Context: an optimization exercise on an open-source flow, tuned for small area. The choices shown serve that exercise and are no tape-out recipe.
Only simulation tests tie the RTL to the original design; equivalence was not proved.
The flow treats the clock pin as an ideal source, which a real chip does not have.
Power and IR drop assume default switching activity.

// top_nexys_a7
module top_nexys_a7 (
    input  logic       clock,
    input  logic       reset,
    input  logic       hx711_data_in,
    output logic       hx711_sclk_out,
    output logic [5:0] states_led,
    output logic [7:0] DDP,
    output logic [7:0] AN
);
Size in the first run: about 26 I/O pins, roughly 9600 µm² of cells after synthesis.
export LEC_CHECK = 0
export CAP_MARGIN = 20
export CORE_MARGIN = 2
export CORE_UTILIZATION = 40
export SLEW_MARGIN = 20
create_clock -name core_clock -period 40.0 [get_ports {clock}]
standard.sh (not shown) runs the stock make flow with config.mk's settings and CLKGATE_MAP_FILE= SYNTH_SCRIPT=/design/flow/synth_recipe.tcl, a recipe that flattens the netlist after the stock synthesis.
==> flow/flow/run.sh <==
#!/bin/bash
# Standard layout (standard synthesis unchanged), with two layout options:
# output port buffers use buf_1, and the clock tree uses clkbuf_8 without
# dummy loads.
set -uo pipefail
bash standard.sh \
  DONT_BUFFER_PORTS=1 \
  "PRE_GLOBAL_PLACE_TCL=$PWD/flow/pre_gpl.tcl" \
  "CTS_ARGS=-sink_clustering_enable -repair_clock_nets -buf_list sky130_fd_sc_hd__clkbuf_8 -dont_use_dummy_load -sink_clustering_max_diameter 40" \
  finish > flow_make.log 2>&1
status=$?
cp -r orfs/logs flow_logs 2>/dev/null || true
exit $status
==> flow/flow/pre_gpl.tcl <==
# Port buffering in place of the standard step (DONT_BUFFER_PORTS=1):
# every input and output port still gets a buffer; outputs use buf_1.
buffer_ports -inputs
buffer_ports -outputs -buffer_cell sky130_fd_sc_hd__buf_1
The first run finished with timing, DRC and antenna clean.
Change:
--- a/flow/flow/run.sh
+++ b/flow/flow/run.sh
@@ -7,5 +7,5 @@
   DONT_BUFFER_PORTS=1 \
   "PRE_GLOBAL_PLACE_TCL=$PWD/flow/pre_gpl.tcl" \
-  "CTS_ARGS=-sink_clustering_enable -repair_clock_nets -buf_list sky130_fd_sc_hd__clkbuf_8 -dont_use_dummy_load -sink_clustering_max_diameter 40" \
+  "CTS_ARGS=-sink_clustering_enable -repair_clock_nets -buf_list sky130_fd_sc_hd__clkbuf_8 -dont_use_dummy_load" \
   finish > flow_make.log 2>&1
 status=$?
- CORE_UTILIZATION: 40 -> 75
Worst setup slack gets worse by 0.44 ns.
Power goes down by about 1.2%.
Sequential share of layout area goes up by 0.82 points.
Utilization goes up by 36 points.
Flip-flop and latch count is unchanged.
Clock-buffer cell count does not change.
Change:
--- a/flow/flow/run.sh
+++ b/flow/flow/run.sh
@@ -7,5 +7,5 @@
   DONT_BUFFER_PORTS=1 \
   "PRE_GLOBAL_PLACE_TCL=$PWD/flow/pre_gpl.tcl" \
-  "CTS_ARGS=-sink_clustering_enable -repair_clock_nets -buf_list sky130_fd_sc_hd__clkbuf_8 -dont_use_dummy_load" \
+  "CTS_ARGS=-sink_clustering_enable -repair_clock_nets -buf_list sky130_fd_sc_hd__clkbuf_8 -dont_use_dummy_load -sink_clustering_size 10" \
   finish > flow_make.log 2>&1
 status=$?
- CORE_UTILIZATION: 75 -> 40
The new run ran to the end with no violations.
Global-route usage came out lower by 13 points.
Sequential power hardly moves.
Non-clock buffer count is higher by 1.
Hold slack gets worse by 0.019 ns.
Final cell count grows by 14%.
Flip-flop and latch count does not change.
Worst setup slack is better by 0.44 ns.
Count of clock-buffer cells in the layout stays the same.
Die area rises by 84%.
Clock power rises by 3.8%.
Change:
--- a/flow/flow/run.sh
+++ b/flow/flow/run.sh
@@ -7,5 +7,5 @@
   DONT_BUFFER_PORTS=1 \
   "PRE_GLOBAL_PLACE_TCL=$PWD/flow/pre_gpl.tcl" \
-  "CTS_ARGS=-sink_clustering_enable -repair_clock_nets -buf_list sky130_fd_sc_hd__clkbuf_8 -dont_use_dummy_load -sink_clustering_size 10" \
+  "CTS_ARGS=-sink_clustering_enable -repair_clock_nets -buf_list sky130_fd_sc_hd__clkbuf_8 -dont_use_dummy_load" \
   finish > flow_make.log 2>&1
 status=$?
Effect: The changed run completed without violations; die area does not change; design area does not change; synthesized area stays the same; global-route usage does not change; cell count stays the same.

* * *

top_nexys_a7, a different RTL version from the one above (not shown whole).
Size in the first run: about 910 cells after synthesis, ~170 flip-flops, roughly 9400 um^2 of cells after synthesis.
export LEC_CHECK = 0
export CAP_MARGIN = 20
export CORE_MARGIN = 2
export CORE_UTILIZATION = 60
export SLEW_MARGIN = 20
create_clock -name core_clock -period 40.0 [get_ports {clock}]
==> flow/flow/run.sh <==
#!/bin/bash
# Standard layout (standard synthesis unchanged), with these layout options:
# output port buffers use buf_1 (pre_gpl.tcl); the clock tree is built from
# clkbuf_4 without dummy loads, and clock buffers driving 10 or more pins are
# then set to clkbuf_8 (post_cts.tcl). Each tool's full log stays under
# orfs/logs (copied to flow_logs); make's own output goes to flow_make.log.
set -uo pipefail
bash standard.sh \
  DONT_BUFFER_PORTS=1 \
  "PRE_GLOBAL_PLACE_TCL=$PWD/flow/pre_gpl.tcl" \
  "POST_CTS_TCL=$PWD/flow/post_cts.tcl" \
  "CTS_ARGS=-sink_clustering_enable -repair_clock_nets -buf_list sky130_fd_sc_hd__clkbuf_4 -dont_use_dummy_load" \
  finish > flow_make.log 2>&1
status=$?
cp -r orfs/logs flow_logs 2>/dev/null || true
exit $status
==> flow/flow/post_cts.tcl <==
# The clock tree is built from clkbuf_4; any clock buffer driving 10 or more
# pins (the root and the fuller leaves) is then set to clkbuf_8, so that every
# flip-flop clock pin keeps a fast slew, and the placement legalised again.
set big [get_lib_cells sky130_fd_sc_hd__clkbuf_8]
set n 0
foreach inst [get_cells clkbuf_*] {
  if {[get_property $inst ref_name] ne "sky130_fd_sc_hd__clkbuf_4"} { continue }
  set out [get_pins -of_objects $inst -filter "direction==output"]
  set fo [llength [get_pins -of_objects [get_nets -of_objects $out] -filter "direction==input"]]
  if {$fo >= 10} {
    replace_cell $inst $big
    incr n
  }
}
puts "post_cts: $n clock buffers set to clkbuf_8"
detailed_placement
check_placement -verbose
Scripts as last shown in full above: flow/flow/pre_gpl.tcl
Edit:
==> flow/flow/run.sh (replaced) <==
#!/bin/bash
# Standard layout (standard synthesis unchanged), with two layout options:
# output port buffers use buf_1, and the clock tree uses clkbuf_8 without
# dummy loads.
set -uo pipefail
bash standard.sh \
  DONT_BUFFER_PORTS=1 \
  "PRE_GLOBAL_PLACE_TCL=$PWD/flow/pre_gpl.tcl" \
  "POST_CTS_TCL=$PWD/flow/post_cts.tcl" \
  "CTS_ARGS=-sink_clustering_enable -repair_clock_nets -buf_list sky130_fd_sc_hd__clkbuf_4 -dont_use_dummy_load" \
  finish > flow_make.log 2>&1
status=$?
cp -r orfs/logs flow_logs 2>/dev/null || true
exit $status
What happened: Cell count stays the same; power is unchanged; non-clock buffer count is unchanged; setup slack is unchanged; routed wire length does not change; critical path depth stays the same.
Edit:
==> flow/run.sh (new file) <==
#!/bin/bash
# synth_recipe.tcl (not shown) runs the flow's synth.tcl, then flattens the netlist and writes it again
# the make line also repeats each setting of config.mk as NAME=value (left out here)
make -C /OpenROAD-flow-scripts/flow DESIGN_CONFIG=/design/flow/config.mk WORK_HOME=/design/flow/orfs CLKGATE_MAP_FILE= SYNTH_SCRIPT=/design/flow/synth_recipe.tcl finish
Settings changed: CTS_BUF_LIST from default to sky130_fd_sc_hd__clkbuf_8.
removed: flow/flow/run.sh
removed: flow/flow/post_cts.tcl
removed: flow/flow/pre_gpl.tcl
removed: flow/standard.sh
Effect: First-iteration DRC count goes up by 34%; wire length goes up by 5.1%; count of clock-buffer cells in the layout does not change; cell area goes up by 4.8%; setup slack gets better by 0.037 ns; synthesized cell count does not change; die area is unchanged; sequential power barely changes; non-clock buffer count goes up by 23; global-route usage goes up by 1.3 points.
Edit:
==> flow/flow/run.sh (new file) <==
#!/bin/bash
# Standard layout (standard synthesis unchanged), with these layout options:
# output port buffers use buf_1 (pre_gpl.tcl); the clock tree is built from
# clkbuf_4 without dummy loads, and clock buffers driving 10 or more pins are
# then set to clkbuf_8 (post_cts.tcl). Each tool's full log stays under
# orfs/logs (copied to flow_logs); make's own output goes to flow_make.log.
set -uo pipefail
bash standard.sh \
  DONT_BUFFER_PORTS=1 \
  "PRE_GLOBAL_PLACE_TCL=$PWD/flow/pre_gpl.tcl" \
  "POST_CTS_TCL=$PWD/flow/post_cts.tcl" \
  "CTS_ARGS=-sink_clustering_enable -repair_clock_nets -buf_list sky130_fd_sc_hd__clkbuf_4 -dont_use_dummy_load" \
  finish > flow_make.log 2>&1
status=$?
cp -r orfs/logs flow_logs 2>/dev/null || true
exit $status
==> flow/flow/post_cts.tcl (new file) <==
# The clock tree is built from clkbuf_4; any clock buffer driving 10 or more
# pins (the root and the fuller leaves) is then set to clkbuf_8, so that every
# flip-flop clock pin keeps a fast slew, and the placement legalised again.
set big [get_lib_cells sky130_fd_sc_hd__clkbuf_8]
set n 0
foreach inst [get_cells clkbuf_*] {
  if {[get_property $inst ref_name] ne "sky130_fd_sc_hd__clkbuf_4"} { continue }
  set out [get_pins -of_objects $inst -filter "direction==output"]
  set fo [llength [get_pins -of_objects [get_nets -of_objects $out] -filter "direction==input"]]
  if {$fo >= 12} {
    replace_cell $inst $big
    incr n
  }
}
puts "post_cts: $n clock buffers set to clkbuf_8"
detailed_placement
check_placement -verbose
==> flow/flow/pre_gpl.tcl (new file) <==
# Port buffering in place of the standard step (DONT_BUFFER_PORTS=1):
# every input and output port still gets a buffer; outputs use buf_1.
buffer_ports -inputs
buffer_ports -outputs -buffer_cell sky130_fd_sc_hd__buf_1
==> flow/standard.sh (new file) <==
#!/bin/bash
# synth_recipe.tcl (not shown) runs the flow's synth.tcl, then flattens the netlist and writes it again
# the make line also repeats each setting of config.mk as NAME=value (left out here)
make -C /OpenROAD-flow-scripts/flow DESIGN_CONFIG=/design/flow/config.mk WORK_HOME=/design/flow/orfs CLKGATE_MAP_FILE= SYNTH_SCRIPT=/design/flow/synth_recipe.tcl "${@:-finish}"
Settings changed: CORE_UTILIZATION 60 to 75, CTS_BUF_LIST sky130_fd_sc_hd__clkbuf_8 to default.
removed: flow/run.sh
- maximum frequency went down slightly
- global-route usage rose by 4.3 points
- core utilization increases by 13 points
- non-clock buffer count is lower by 23
- worst setup slack got worse by 0.22 ns
- wire length drops by a few percent

* * *

Starting RTL as in the previous note.
clock: 40.0 ns
lec_check: 0
cap_margin: 20
core_margin: 2
core_utilization: 75
slew_margin: 20
==> flow/flow/run.sh <==
#!/bin/bash
# Standard layout (standard synthesis unchanged), with these layout options:
# output port buffers use buf_1 (pre_gpl.tcl); the clock tree is built from
# clkbuf_4 without dummy loads, and clock buffers driving 10 or more pins are
# then set to clkbuf_8 (post_cts.tcl). Each tool's full log stays under
# orfs/logs (copied to flow_logs); make's own output goes to flow_make.log.
set -uo pipefail
bash standard.sh \
  DONT_BUFFER_PORTS=1 \
  "PRE_GLOBAL_PLACE_TCL=$PWD/flow/pre_gpl.tcl" \
  "POST_CTS_TCL=$PWD/flow/post_cts.tcl" \
  "CTS_ARGS=-sink_clustering_enable -repair_clock_nets -buf_list sky130_fd_sc_hd__clkbuf_4 -dont_use_dummy_load" \
  finish > flow_make.log 2>&1
status=$?
cp -r orfs/logs flow_logs 2>/dev/null || true
exit $status
==> flow/flow/post_cts.tcl <==
# The clock tree is built from clkbuf_4; any clock buffer driving 10 or more
# pins (the root and the fuller leaves) is then set to clkbuf_8, so that every
# flip-flop clock pin keeps a fast slew, and the placement legalised again.
set big [get_lib_cells sky130_fd_sc_hd__clkbuf_8]
set n 0
foreach inst [get_cells clkbuf_*] {
  if {[get_property $inst ref_name] ne "sky130_fd_sc_hd__clkbuf_4"} { continue }
  set out [get_pins -of_objects $inst -filter "direction==output"]
  set fo [llength [get_pins -of_objects [get_nets -of_objects $out] -filter "direction==input"]]
  if {$fo >= 10} {
    replace_cell $inst $big
    incr n
  }
}
puts "post_cts: $n clock buffers set to clkbuf_8"
detailed_placement
check_placement -verbose
==> flow/flow/pre_gpl.tcl <==
# Port buffering in place of the standard step (DONT_BUFFER_PORTS=1):
# every input and output port still gets a buffer; outputs use buf_1.
buffer_ports -inputs
buffer_ports -outputs -buffer_cell sky130_fd_sc_hd__buf_1
The first run completed without violations.
Change:
==> flow/flow/run.sh (replaced) <==
#!/bin/bash
# Standard layout (standard synthesis unchanged), with two layout options:
# output port buffers use buf_1, and the clock tree uses clkbuf_8 without
# dummy loads.
set -uo pipefail
bash standard.sh \
  DONT_BUFFER_PORTS=1 \
  "PRE_GLOBAL_PLACE_TCL=$PWD/flow/pre_gpl.tcl" \
  "CTS_ARGS=-sink_clustering_enable -repair_clock_nets -buf_list sky130_fd_sc_hd__clkbuf_8 -dont_use_dummy_load" \
  finish > flow_make.log 2>&1
status=$?
cp -r orfs/logs flow_logs 2>/dev/null || true
exit $status
--- a/flow/config.mk
+++ b/flow/config.mk
@@ -8,4 +8,4 @@
 export CAP_MARGIN = 20
 export CORE_MARGIN = 2
-export CORE_UTILIZATION = 75
+export CORE_UTILIZATION = 60
 export SLEW_MARGIN = 20
removed: flow/flow/post_cts.tcl
After rerunning:
- The changed run completed with no timing, DRC or antenna violations
- clock skew barely changes
- first-iteration DRC count is lower by 14%
- via count is lower by 1.8%
- global-route usage is lower by 5.8 points
- non-clock buffer count does not change
Change:
==> flow/flow/run.sh (replaced) <==
#!/bin/bash
# Standard layout (standard synthesis unchanged), with these layout options:
# output port buffers use buf_1 (pre_gpl.tcl); the clock tree is built from
# clkbuf_4 without dummy loads, and clock buffers driving 10 or more pins are
# then set to clkbuf_8 (post_cts.tcl). Each tool's full log stays under
# orfs/logs (copied to flow_logs); make's own output goes to flow_make.log.
set -uo pipefail
bash standard.sh \
  DONT_BUFFER_PORTS=1 \
  "PRE_GLOBAL_PLACE_TCL=$PWD/flow/pre_gpl.tcl" \
  "POST_CTS_TCL=$PWD/flow/post_cts.tcl" \
  "CTS_ARGS=-sink_clustering_enable -repair_clock_nets -buf_list sky130_fd_sc_hd__clkbuf_4 -dont_use_dummy_load" \
  finish > flow_make.log 2>&1
status=$?
cp -r orfs/logs flow_logs 2>/dev/null || true
exit $status
==> flow/flow/post_cts.tcl (new file) <==
# The clock tree is built from clkbuf_4; any clock buffer driving 10 or more
# pins (the root and the fuller leaves) is then set to clkbuf_8, so that every
# flip-flop clock pin keeps a fast slew, and the placement legalised again.
set big [get_lib_cells sky130_fd_sc_hd__clkbuf_8]
set n 0
foreach inst [get_cells clkbuf_*] {
  if {[get_property $inst ref_name] ne "sky130_fd_sc_hd__clkbuf_4"} { continue }
  set out [get_pins -of_objects $inst -filter "direction==output"]
  set fo [llength [get_pins -of_objects [get_nets -of_objects $out] -filter "direction==input"]]
  if {$fo >= 10} {
    replace_cell $inst $big
    incr n
  }
}
puts "post_cts: $n clock buffers set to clkbuf_8"
detailed_placement
check_placement -verbose
--- a/flow/config.mk
+++ b/flow/config.mk
@@ -6,6 +6,6 @@
 export NUM_CORES = 4
 export LEC_CHECK = 0
-export CAP_MARGIN = 20
+export CAP_MARGIN = 0
 export CORE_MARGIN = 2
 export CORE_UTILIZATION = 60
-export SLEW_MARGIN = 20
+export SLEW_MARGIN = 0
What happened: Power fell by 3.2%. Flip-flop and latch count does not change. Global-route usage barely changes. Hold slack is about the same. Setup slack gets worse by 0.040 ns. Design area fell by about 0.46%. Non-clock buffer count is unchanged. Via count rose by 0.32%.
Change:
==> flow/flow/run.sh (replaced) <==
#!/bin/bash
# Standard layout (standard synthesis unchanged), with two layout options:
# output port buffers use buf_1, and the clock tree uses clkbuf_8 without
# dummy loads.
set -uo pipefail
bash standard.sh \
  DONT_BUFFER_PORTS=1 \
  REMOVE_ABC_BUFFERS=1 \
  "PRE_GLOBAL_PLACE_TCL=$PWD/flow/pre_gpl.tcl" \
  "CTS_ARGS=-sink_clustering_enable -repair_clock_nets -buf_list sky130_fd_sc_hd__clkbuf_8 -dont_use_dummy_load" \
  finish > flow_make.log 2>&1
status=$?
cp -r orfs/logs flow_logs 2>/dev/null || true
exit $status
--- a/flow/config.mk
+++ b/flow/config.mk
@@ -6,6 +6,6 @@
 export NUM_CORES = 4
 export LEC_CHECK = 0
-export CAP_MARGIN = 0
+export CAP_MARGIN = 20
 export CORE_MARGIN = 2
 export CORE_UTILIZATION = 60
-export SLEW_MARGIN = 0
+export SLEW_MARGIN = 20
removed: flow/flow/post_cts.tcl
=> The new run finished clean. Worst setup slack gains 0.070 ns. Area after synthesis is unchanged. Design area rose by 0.47%. Global-route usage is lower by 1.3 points. Cell count stays the same. Clock power climbs by 9.8%. Routed wire length is lower by 2.4%. Sequential share of layout area fell by 0.20 points. Via count drops by 1.0%. Utilization is higher by 0.30 points. Sequential power is about the same.
Change:
--- a/flow/flow/run.sh
+++ b/flow/flow/run.sh
@@ -6,7 +6,6 @@
 bash standard.sh \
   DONT_BUFFER_PORTS=1 \
-  REMOVE_ABC_BUFFERS=1 \
   "PRE_GLOBAL_PLACE_TCL=$PWD/flow/pre_gpl.tcl" \
-  "CTS_ARGS=-sink_clustering_enable -repair_clock_nets -buf_list sky130_fd_sc_hd__clkbuf_8 -dont_use_dummy_load" \
+  "CTS_ARGS=-sink_clustering_enable -repair_clock_nets -buf_list {sky130_fd_sc_hd__clkbuf_4 sky130_fd_sc_hd__clkbuf_8} -dont_use_dummy_load" \
   finish > flow_make.log 2>&1
 status=$?
Effect:
- count of clock-buffer cells in the layout does not change
- clock power increases slightly
- core utilization stays the same
- critical path depth is higher by 1
- global-route usage is higher by 1.2 points

==> static timing again, ports no longer ideal <==
In the flow no input, the clock included, has a driving cell. The finished layouts below were timed again as built, in two steps.
Step 1 (the two cells are an assumption about what drives the block):
set clk [get_ports {clock}]
set_driving_cell -lib_cell sky130_fd_sc_hd__clkbuf_16 $clk
set_driving_cell -lib_cell sky130_fd_sc_hd__buf_2 [delete_from_list [all_inputs] $clk]
Step 2 times the ports against the registers' clock, not the clock port: input delays grow and output delays shrink by t, the midpoint of the rising clock arrivals with the driver on.
Slacks: ideal / step 1 / step 2; pairs: ideal / step 1.
| run | t, ns | setup WS [ns] | pins driven straight from the clock port |
|---|---|---|---|
| the first run of note 1 | 0.490 | 16.080 / 16.080 / 16.080 | 1 |
| the second run of note 1 | 0.493 | 15.637 / 15.637 / 15.637 | 1 |
| the third run of note 1 | 0.490 | 16.080 / 16.080 / 16.080 | 1 |
| the fourth run of note 1 | 0.490 | 16.080 / 16.080 / 16.080 | 1 |
| the first run of note 2 | 0.467 | 15.805 / 15.782 / 15.782 | 1 |
| the second run of note 2 | 0.467 | 15.805 / 15.782 / 15.782 | 1 |
| the third run of note 2 | 0.497 | 15.841 / 15.841 / 15.841 | 1 |
| the fourth run of note 2 | 0.482 | 15.620 / 15.595 / 15.595 | 1 |
| the first run of note 3 | 0.490 | 15.648 / 15.624 / 15.624 | 1 |
| the second run of note 3 | 0.486 | 15.844 / 15.821 / 15.821 | 1 |
| the third run of note 3 | 0.465 | 15.804 / 15.780 / 15.780 | 1 |
| the fourth run of note 3 | 0.478 | 15.874 / 15.847 / 15.847 | 1 |
| the fifth run of note 3 | 0.486 | 15.844 / 15.821 / 15.821 | 1 |
After both steps setup and hold are still met in every run listed. The setup slack of the fourth run of note 3, which loses most, moves by -0.027 ns with the drivers and by -0.027 ns with both steps.
